From an optimization exercise on the open Yosys and OpenROAD flow, aimed at small area and a short achievable clock period; shortcuts taken in it are not production practice. Where RTL was checked, it was by simulation tests only, not by an equivalence proof against the original. No activity file was given, so power comes from the tool's default toggle rates.

== run H ==
## datapath
module datapath (
   input logic clk,
   input logic reset,
   input logic [DP_CTRL-1:0] microinst,
   output logic n,
   output logic z,
   input logic [BYTE-1:0] mem_in,
   output logic [NBITS-1:0] mem_addr,
   output logic [BYTE-1:0] mem_out,
   output logic we);
Size: ~1600 cells after synthesis, about 77 I/O pins.
==> flow/config.mk <==
export PLATFORM = sky130hd
export DESIGN_NAME = datapath
export DESIGN_NICKNAME = datapath
export VERILOG_FILES = /design/flow/design.v
export SDC_FILE = /design/flow/constraint.sdc
export NUM_CORES = 4
export LEC_CHECK = 0
export CAP_MARGIN = 20
export CORE_MARGIN = 2
export CORE_UTILIZATION = 50
export CTS_BUF_LIST = sky130_fd_sc_hd__clkbuf_8
export CTS_CLUSTER_DIAMETER = 60
export CTS_CLUSTER_SIZE = 12
export GPL_TIMING_DRIVEN = 0
export SETUP_SLACK_MARGIN = 4
export SLEW_MARGIN = 20
export TNS_END_PERCENT = 0
==> flow/constraint.sdc <==
create_clock -name core_clock -period 9.0 [get_ports {clk}]
set_input_delay 1.8000 -clock core_clock [delete_from_list [all_inputs] [get_ports {clk}]]
set_output_delay 1.8000 -clock core_clock [all_outputs]
set_load 0.01 [all_outputs]
standard.sh (not shown) runs the stock make flow with config.mk's settings and CLKGATE_MAP_FILE= SYNTH_SCRIPT=/design/flow/synth_recipe.tcl, a recipe that flattens the netlist after the stock synthesis.
==> flow/flow/run.sh <==
#!/bin/bash
# Layout flow: the standard ORFS flow, with a synthesis script that maps the
# logic with its own ABC script (flow/abc.script) and without Yosys's full-adder
# extraction (flow/synth_pre.tcl), keeping the standard flip-flops and names,
# with plain buf_2 port buffers, and with ORFS power recovery (downsizing of
# gates off the critical paths) after global routing. Each tool's output goes
# to a log here.
set -euo pipefail
here=$(pwd)
{
  echo 'proc synth {args} { yosys synth -nofsm -noshare {*}$args }'
  echo 'proc abc {args} {'
  echo '  set i [lsearch -exact $args -script]'
  echo "  if {\$i >= 0} { set args [lreplace \$args \$i [expr {\$i+1}] -script $here/flow/abc.script] }"
  echo '  yosys abc {*}$args'
  echo '}'
  if [[ -f flow/synth_pre.tcl ]]; then echo "source $here/flow/synth_pre.tcl"; fi
  tail -n +2 synth_recipe.tcl
} > flow_synth.tcl
sed "s#SYNTH_SCRIPT=[^ ]*#SYNTH_SCRIPT=$here/flow_synth.tcl#" standard.sh > flow_standard.sh
export RECOVER_POWER=50
export BUFFER_PORTS_ARGS="-buffer_cell sky130_fd_sc_hd__buf_2"
bash flow_standard.sh "$@" > flow_make.log 2>&1
==> flow/flow/abc.script <==
strash
dch
map -B 0.9
topo
stime -c
buffer -c
upsize -c
dnsize -c
==> flow/flow/synth_pre.tcl <==
set ::env(ADDER_MAP_FILE) {}
Final checks on run H, whose flow otherwise completed, came back failing, citing capacitance limit, slew limit.
For run Z, these inputs were changed with respect to run H:
- changing CORE_UTILIZATION from 50 to 60
- removing TNS_END_PERCENT (formerly 0)
- removing CTS_CLUSTER_DIAMETER (formerly 60)
- changing CTS_CLUSTER_SIZE from 12 to 30
- changing SETUP_SLACK_MARGIN from 4 to 3
==> flow/flow/run.sh <==
#!/bin/bash
# Layout flow: the standard ORFS flow with a synthesis script that maps the
# logic with its own ABC script (same flip-flops and names as the standard
# synthesis) and small port buffers. Each tool's output goes to a log here.
set -euo pipefail
here=$(pwd)
{
  echo 'proc synth {args} { yosys synth -nofsm -noshare {*}$args }'
  echo "proc abc {args} {"
  echo '  set i [lsearch -exact $args -script]'
  echo "  if {\$i >= 0} { set args [lreplace \$args \$i [expr {\$i+1}] -script $here/flow/abc.script] }"
  echo '  yosys abc {*}$args'
  echo '}'
  tail -n +2 synth_recipe.tcl
} > flow_synth.tcl
sed "s#SYNTH_SCRIPT=[^ ]*#SYNTH_SCRIPT=$here/flow_synth.tcl#" standard.sh > flow_standard.sh
export BUFFER_PORTS_ARGS="-buffer_cell sky130_fd_sc_hd__buf_1"
bash flow_standard.sh > flow_make.log 2>&1
==> flow/flow/abc.script <==
strash
dch
map -a
topo
buffer -c
upsize -c
dnsize -c
stime -c
removed: flow/flow/synth_pre.tcl
==> comparison <==
- Run Z: all stages complete, timing, DRC and antenna checks passed
- Every stage of run H finished as expected; the final checks, on the other hand, flagged capacitance limit, slew limit, which means the layout fails.
- Run Z gives more average detailed-routed wire length per instance than run H did.
- Final period demand of the worst path ended up 0.72 ns higher on run Z than on run H.
- | share of synthesized cell area in full adder, half adder and majority cells | lower: run H |
- Run Z falls short of run H in setup slack.
- The capturing element of the worst setup path comes out n in one run and z in the other, namely in run Z and run H respectively.
- In the metrics for run H and run Z, the one carrying the lower hold slack is run H.
- Relative to run H, actual transition at the worst max-transition pin has decreased by 2.52 ns in run Z.
- Summary of the comparison: initial cell density of the core is higher in run Z, relative to run H.
- When run Z is set beside run H, its combinational power turns out to be 10% larger.
- Relative to run H, switching share of total power has gone down in run Z.
- Going from run H to run Z, portion of the clock cycle consumed by the worst path in the final layout grows by 8.0 points.
- Looking at number of ordinary inverters in the final layout across run H and run Z, the one that comes out lower is run Z.

========
datapath, a different RTL version from the one above (not shown whole).
For scale: about 16000 µm² of cells after synthesis.
clock: 9.0 ns
lec_check: 0
cap_margin: 20
core_margin: 2
core_utilization: 40
cts_buf_list: sky130_fd_sc_hd__clkbuf_4 sky130_fd_sc_hd__clkbuf_8
gpl_timing_driven: 0
slew_margin: 20
run.sh (not shown) runs the stock make flow with config.mk's settings and CLKGATE_MAP_FILE= SYNTH_SCRIPT=/design/flow/synth_recipe.tcl, a recipe that flattens the netlist after the stock synthesis.
Stock flow here: none of the scripts above is used.
The starting point completed with no timing, DRC or antenna violations.
==> next run, changes <==
Settings changed: ABC_AREA set to 1, CORE_UTILIZATION 40 to 60, SETUP_SLACK_MARGIN set to 3.
=> Global-route usage grows by 8.5 points. Wire length shrinks by about 9%. Synthesized area grows by about 2.3%.
No functional check of the RTL was part of any run of this note.

========
## build 23
datapath with an RTL version that a note above also has.
For scale: about 1700 cells after synthesis, ~77 I/O pins, roughly 16000 um2 of cells after synthesis.
export LEC_CHECK = 0
export ABC_AREA = 1
export CAP_MARGIN = 20
export CORE_MARGIN = 2
export CORE_UTILIZATION = 50
export CTS_BUF_LIST = sky130_fd_sc_hd__clkbuf_8
export CTS_CLUSTER_DIAMETER = 60
export CTS_CLUSTER_SIZE = 12
export GPL_TIMING_DRIVEN = 0
export SETUP_SLACK_MARGIN = 4
export SLEW_MARGIN = 20
export TNS_END_PERCENT = 0
create_clock -name core_clock -period 9.0 [get_ports {clk}]
standard.sh (not shown) runs the stock make flow with config.mk's settings and CLKGATE_MAP_FILE= SYNTH_SCRIPT=/design/flow/synth_recipe.tcl, a recipe that flattens the netlist after the stock synthesis.
==> flow/flow/run.sh <==
#!/bin/bash
# Layout flow: the standard ORFS flow (standard.sh, unchanged synthesis),
# with plain buf_2 cells as the port buffers instead of the delay cells
# buffer_ports picks by default. make's full output goes to flow_make.log here.
set -euo pipefail
export BUFFER_PORTS_ARGS="-buffer_cell sky130_fd_sc_hd__buf_2"
bash standard.sh "$@" > flow_make.log 2>&1
The flow did not stop early for build 23: all stages ran, and the layout cleared the timing, design-rule and antenna checks.
Changes in build 27 relative to build 23:
diff --git a/flow/flow/run.sh b/flow/flow/run.sh
--- a/flow/flow/run.sh
+++ b/flow/flow/run.sh
@@ -4 +4,3 @@
-# buffer_ports picks by default. make's full output goes to flow_make.log here.
+# buffer_ports picks by default, and with ORFS power recovery (downsizing of
+# gates off the critical paths) after global routing. make's full output goes
+# to flow_make.log here.
@@ -5,0 +8 @@
+export RECOVER_POWER=50
Results
STATUS run=build 27 STAGES=ALL_DONE FINAL_CHECKS=FAILED CAUSE=capacitance limit, slew limit
Comparing build 27 with build 23, the number of vias per cell after detailed routing came out essentially unchanged.
As far as number of flops mapped to enable cells by yosys goes, build 27 and build 23 are indistinguishable; the numbers are identical.
Diff build 23 -> build 27 | antenna cell count | increase of 1
Final design instance area without fill delta (build 23 -> build 27): insignificant
Per the comparison of build 27 with build 23, power shows no meaningful change; worst-margin pin slew saw an increase; core utilization now sits lower.
Re maximum clock path buffer count: no difference whatsoever between build 27 and build 23.
Diff build 23 -> build 27: via count essentially unchanged, die area shows no meaningful change.
Input-level comparison between build 3 and build 27:
Settings: CTS_CLUSTER_SIZE now 30, was 12; TNS_END_PERCENT no longer set, was 0; SETUP_SLACK_MARGIN now 3, was 4; CTS_CLUSTER_DIAMETER no longer set, was 60; ABC_AREA no longer set, was 1.
==> flow/flow/run.sh <==
#!/bin/bash
# Layout flow: the standard ORFS flow, with a synthesis script that maps the
# logic with its own ABC script (flow/abc.script) and without Yosys's full-adder
# extraction (flow/synth_pre.tcl), keeping the standard flip-flops and names,
# and with small port buffers. Each tool's output goes to a log here.
set -euo pipefail
here=$(pwd)
{
  echo 'proc synth {args} { yosys synth -nofsm -noshare {*}$args }'
  echo 'proc abc {args} {'
  echo '  set i [lsearch -exact $args -script]'
  echo "  if {\$i >= 0} { set args [lreplace \$args \$i [expr {\$i+1}] -script $here/flow/abc.script] }"
  echo '  yosys abc {*}$args'
  echo '}'
  if [[ -f flow/synth_pre.tcl ]]; then echo "source $here/flow/synth_pre.tcl"; fi
  tail -n +2 synth_recipe.tcl
} > flow_synth.tcl
sed "s#SYNTH_SCRIPT=[^ ]*#SYNTH_SCRIPT=$here/flow_synth.tcl#" standard.sh > flow_standard.sh
export BUFFER_PORTS_ARGS="-buffer_cell sky130_fd_sc_hd__buf_1"
bash flow_standard.sh > flow_make.log 2>&1
==> flow/flow/abc.script (new file) <==
strash
dch
map -a
topo
stime -c
==> flow/flow/synth_pre.tcl (new file) <==
set ::env(ADDER_MAP_FILE) {}
--- outcome ---
The final area of build 3 falls short of that of build 27 by 0.30%. Build 3 finished end to end and its layout was clean on timing, DRC and antenna. Taking build 27 as the reference, in build 3 final weighted congestion in routability-driven placement went down by 1.6%, clock period minus worst slack went up, die area went down 13%. Going from build 27 to build 3, count of standard-cell rows shrinks by about 6%.
Relative to build 3, the following input files were edited for build 18:
==> flow/flow/abc.script <==
strash
dch
map -a
topo
buffer -c
upsize -c
dnsize -c
stime -c
Results
All-layer global routing usage: lower on build 18. Between build 3 and build 18, post-route clock period utilization decreased. Taking build 3 as the reference, in build 18 number of flip-flops and latches neither gained nor lost much, antenna violation net count after detailed routing about even, placement-stage worst setup slack picked up an extra 1.31 ns, number of well taps now sits higher. Number of combinational gates with multiple inputs of build 18 falls short of that of build 3 slightly. Between build 18 and build 3, the endpoint required time on the critical path does not differ in any meaningful way. Diff build 18..build 3 | total count of hold-check failures in the final report | unchanged. Longest individual stage delay on the worst path was lower in the run labelled build 3.

-- port drivers added, routing unchanged --
The flow's constraints put no driver on any port. The routed layouts listed below were extracted and timed again, unchanged, in two steps.
Step 1 sets driving cells, clkbuf_16 on the clock port and buf_2 on the other inputs (assumed; they add their load-dependent delay and slew).
Step 2, shift: input delay + t, output delay - t, t = (earliest + latest rising clock arrival at the registers) / 2. This alone moves slack from input paths to output paths.
Slacks: ideal / step 1 / step 2; pairs: ideal / step 1.
| run | t, ns | setup WS [ns] | worst setup path after step 2 |
|---|---|---|---|
| run H | 0.655 | 2.777 / 2.727 / 2.727 | input to output |
| run Z | 0.590 | 2.055 / 2.034 / 2.034 | input to output |
| the first run of note 2 | 0.630 | 0.159 / 0.121 / 0.121 | input to output |
| the second run of note 2 | 0.571 | 2.644 / 2.596 / 2.596 | input to output |
| build 23 | 0.633 | 2.783 / 2.718 / 2.328 | input to register |
| build 27 | 0.634 | 2.784 / 2.720 / 2.349 | input to register |
| build 3 | 0.607 | 1.760 / 1.701 / 1.642 | input to register |
| build 18 | 0.609 | 1.907 / 1.884 / 1.884 | input to output |
The setup slack of build 23, which loses most, moves by -0.065 ns with the drivers and by -0.455 ns with both steps.
